Background: an optimization exercise with open tools, aiming at small area. Do not read the settings as production practice.
Function was checked by simulation only, so behaviour that the tests miss may differ from the original.
The flow treats the clock pin as an ideal source. Dropping or thinning the clock tree relies on that and would not hold on a real chip.
Power figures rest on the tool's default switching activity, not on a simulated workload.

==> flow/design.v (excerpt) <==
module si570_compute
(
    input         clk, resetn,
    input  [47:0] si570_regs_in,
    input         start,
    output        idle,
    output [47:0] si570_regs_out
);
export LEC_CHECK = 0
export ABC_AREA = 1
export CAP_MARGIN = 20
export CORE_MARGIN = 2
export CORE_UTILIZATION = 60
export PLACE_DENSITY = 0.75
export SLEW_MARGIN = 20
create_clock -name core_clock -period 20.0 [get_ports {clk}]
standard.sh (not shown) runs the stock make flow with config.mk's settings and CLKGATE_MAP_FILE= SYNTH_SCRIPT=/design/flow/synth_recipe.tcl, a recipe that flattens the netlist after the stock synthesis.
==> flow/flow/run.sh <==
#!/bin/bash
set -euo pipefail
bash standard.sh synth > synth.log 2>&1
bash standard.sh \
  "SKIP_REPAIR_TIE_FANOUT=1" \
  "BUFFER_PORTS_ARGS=-buffer_cell sky130_fd_sc_hd__buf_1" \
  "PRE_CTS_TCL=$PWD/flow/leaf_clock.tcl" \
  finish > layout.log 2>&1
==> flow/flow/leaf_clock.tcl <==
# Clock distribution for a small design: the clock port drives a few leaf clock buffers directly,
# each placed at the centre of a k-means cluster of the flip-flops it drives. Sourced as
# PRE_CTS_TCL; clock_tree_synthesis is then replaced by a no-op that only sets the clock
# propagated, and the rest of ORFS's cts.tcl (placement legalisation, timing repair) runs as usual.
set leaf_k 4
set leaf_master_name sky130_fd_sc_hd__clkbuf_8
# clusters of at most this many flip-flops get the smaller clkbuf_4
set small_cluster 10

set block [ord::get_db_block]
set leaf_master [[ord::get_db] findMaster $leaf_master_name]
set small_master [[ord::get_db] findMaster sky130_fd_sc_hd__clkbuf_4]
set clknet [$block findNet clk]
set pts {}
foreach it [$clknet getITerms] {
  set bb [[$it getInst] getBBox]
  lappend pts [list $it [expr {([$bb xMin] + [$bb xMax]) / 2}] [expr {([$bb yMin] + [$bb yMax]) / 2}]]
}
set n [llength $pts]
set sorted [lsort -integer -index 1 $pts]
set cent {}
for {set k 0} {$k < $leaf_k} {incr k} {
  set p [lindex $sorted [expr {int(($k + 0.5) * $n / $leaf_k)}]]
  lappend cent [list [lindex $p 1] [lindex $p 2]]
}
for {set iter 0} {$iter < 50} {incr iter} {
  set asg {}
  set sx [lrepeat $leaf_k 0]; set sy [lrepeat $leaf_k 0]; set cnt [lrepeat $leaf_k 0]
  foreach p $pts {
    set best 0; set bd 1e18
    for {set k 0} {$k < $leaf_k} {incr k} {
      set c [lindex $cent $k]
      set d [expr {abs([lindex $p 1] - [lindex $c 0]) + abs([lindex $p 2] - [lindex $c 1])}]
      if {$d < $bd} { set bd $d; set best $k }
    }
    lappend asg $best
    lset sx $best [expr {[lindex $sx $best] + [lindex $p 1]}]
    lset sy $best [expr {[lindex $sy $best] + [lindex $p 2]}]
    lset cnt $best [expr {[lindex $cnt $best] + 1}]
  }
  set cent {}
  for {set k 0} {$k < $leaf_k} {incr k} {
    set c [lindex $cnt $k]
    if {$c == 0} { set c 1 }
    lappend cent [list [expr {[lindex $sx $k] / $c}] [expr {[lindex $sy $k] / $c}]]
  }
}
puts "leaf clock clusters: $cnt"
for {set k 0} {$k < $leaf_k} {incr k} {
  set net [odb::dbNet_create $block clknet_leaf_$k]
  $net setSigType CLOCK
  set master $leaf_master
  if {[lindex $cnt $k] <= $small_cluster} { set master $small_master }
  set inst [odb::dbInst_create $block $master clkbuf_leaf_$k]
  set c [lindex $cent $k]
  $inst setLocation [lindex $c 0] [lindex $c 1]
  $inst setPlacementStatus PLACED
  [$inst findITerm A] connect $clknet
  [$inst findITerm X] connect $net
  set leaf_net($k) $net
}
set idx 0
foreach p $pts {
  set it [lindex $p 0]
  $it disconnect
  $it connect $leaf_net([lindex $asg $idx])
  incr idx
}
rename clock_tree_synthesis orig_clock_tree_synthesis
proc clock_tree_synthesis {args} {
  puts "clock_tree_synthesis skipped: leaf clock buffers placed by leaf_clock.tcl"
  set_propagated_clock [all_clocks]
}
Next try:
--- a/flow/flow/leaf_clock.tcl
+++ b/flow/flow/leaf_clock.tcl
@@ -7,2 +6,0 @@
-# clusters of at most this many flip-flops get the smaller clkbuf_4
-set small_cluster 10
@@ -12 +9,0 @@
-set small_master [[ord::get_db] findMaster sky130_fd_sc_hd__clkbuf_4]
@@ -52,3 +49 @@
-  set master $leaf_master
-  if {[lindex $cnt $k] <= $small_cluster} { set master $small_master }
-  set inst [odb::dbInst_create $block $master clkbuf_leaf_$k]
+  set inst [odb::dbInst_create $block $leaf_master clkbuf_leaf_$k]
Die area stays the same.
Worst setup slack stays flat.
Routed wire length went down by about 0.35%.
Sequential share of layout area is about the same.
Worst hold slack stays the same.
Sequential power barely changes.
Register-to-register slack stays flat.
Global-route usage barely changes.
Clock skew went up by 0.012 ns.
Fmax barely changes.
No run of this note takes its clock network from TritonCTS; it comes from the design's own scripts or RTL.

========
north:
si570_compute, a different RTL version from the one above (not shown whole).
Size: about 63 flip-flops, ~3000 um2 of cells after synthesis.
==> flow/config.mk <==
export PLATFORM = sky130hd
export DESIGN_NAME = si570_compute
export DESIGN_NICKNAME = si570_compute
export VERILOG_FILES = /design/flow/design.v
export SDC_FILE = /design/flow/constraint.sdc
export NUM_CORES = 4
export LEC_CHECK = 0
export ABC_AREA = 1
export CAP_MARGIN = 20
export CORE_MARGIN = 2
export CORE_UTILIZATION = 30
export SLEW_MARGIN = 20
==> flow/constraint.sdc <==
create_clock -name core_clock -period 20.0 [get_ports {clk}]
set_input_delay 4.0000 -clock core_clock [delete_from_list [all_inputs] [get_ports {clk}]]
set_output_delay 4.0000 -clock core_clock [all_outputs]
set_load 0.01 [all_outputs]
==> flow/flow/run.sh <==
#!/bin/bash
set -euo pipefail
bash standard.sh synth > synth.log 2>&1
bash standard.sh \
  "SKIP_REPAIR_TIE_FANOUT=1" \
  "BUFFER_PORTS_ARGS=-buffer_cell sky130_fd_sc_hd__buf_1" \
  "CTS_ARGS=-sink_clustering_enable -repair_clock_nets -dont_use_dummy_load -buf_list sky130_fd_sc_hd__clkbuf_4" \
  finish > layout.log 2>&1
north closes out successfully: all stages finished, all timing, DRC and antenna checks passed.
The inputs of south differ from those of north as listed below.
Settings: PLACE_DENSITY: unset -> 0.75; CORE_UTILIZATION: 30 -> 60.
## What came out
Cmp south vs north: clock power lower in south
[compare] base=north new=south: met1 layer usage reported by global route went up by 16 points, total placed cells including tap cells went down by about 11%.
Cmp north and south / height of the die / lower: south
Count of inverters other than clock inverters in the layout came out exactly the same in north and south.

-- afterwards: timing with drivers on the ports --
In the flow no input, the clock included, has a driving cell. The finished layouts below were timed again as built, in two steps.
Step 1 sets driving cells, clkbuf_16 on the clock port and buf_2 on the other inputs (assumed; they add their load-dependent delay and slew).
Step 2 adds t to the input delays and takes it off the output delays; t is the mean of the earliest and latest rising clock arrival at the registers after step 1. Input paths then give back, and output paths get back, about the clock's delay inside the block.
a / b / c = ideal / step 1 / step 2; a / b = the first two.
run	shift t [ns]	slack for setup (ns)	pins driven straight from the clock port
the first run of note 1	0.212	10.722 / 10.756 / 10.543	4
the second run of note 1	0.200	10.722 / 10.755 / 10.556	4
north	0.402	10.907 / 10.904 / 10.502	1
south	0.404	10.776 / 10.772 / 10.368	1
After both steps every run listed still meets setup and hold. For south, which loses most, drivers alone change the setup slack by -0.004 ns; drivers and shift together by -0.408 ns.
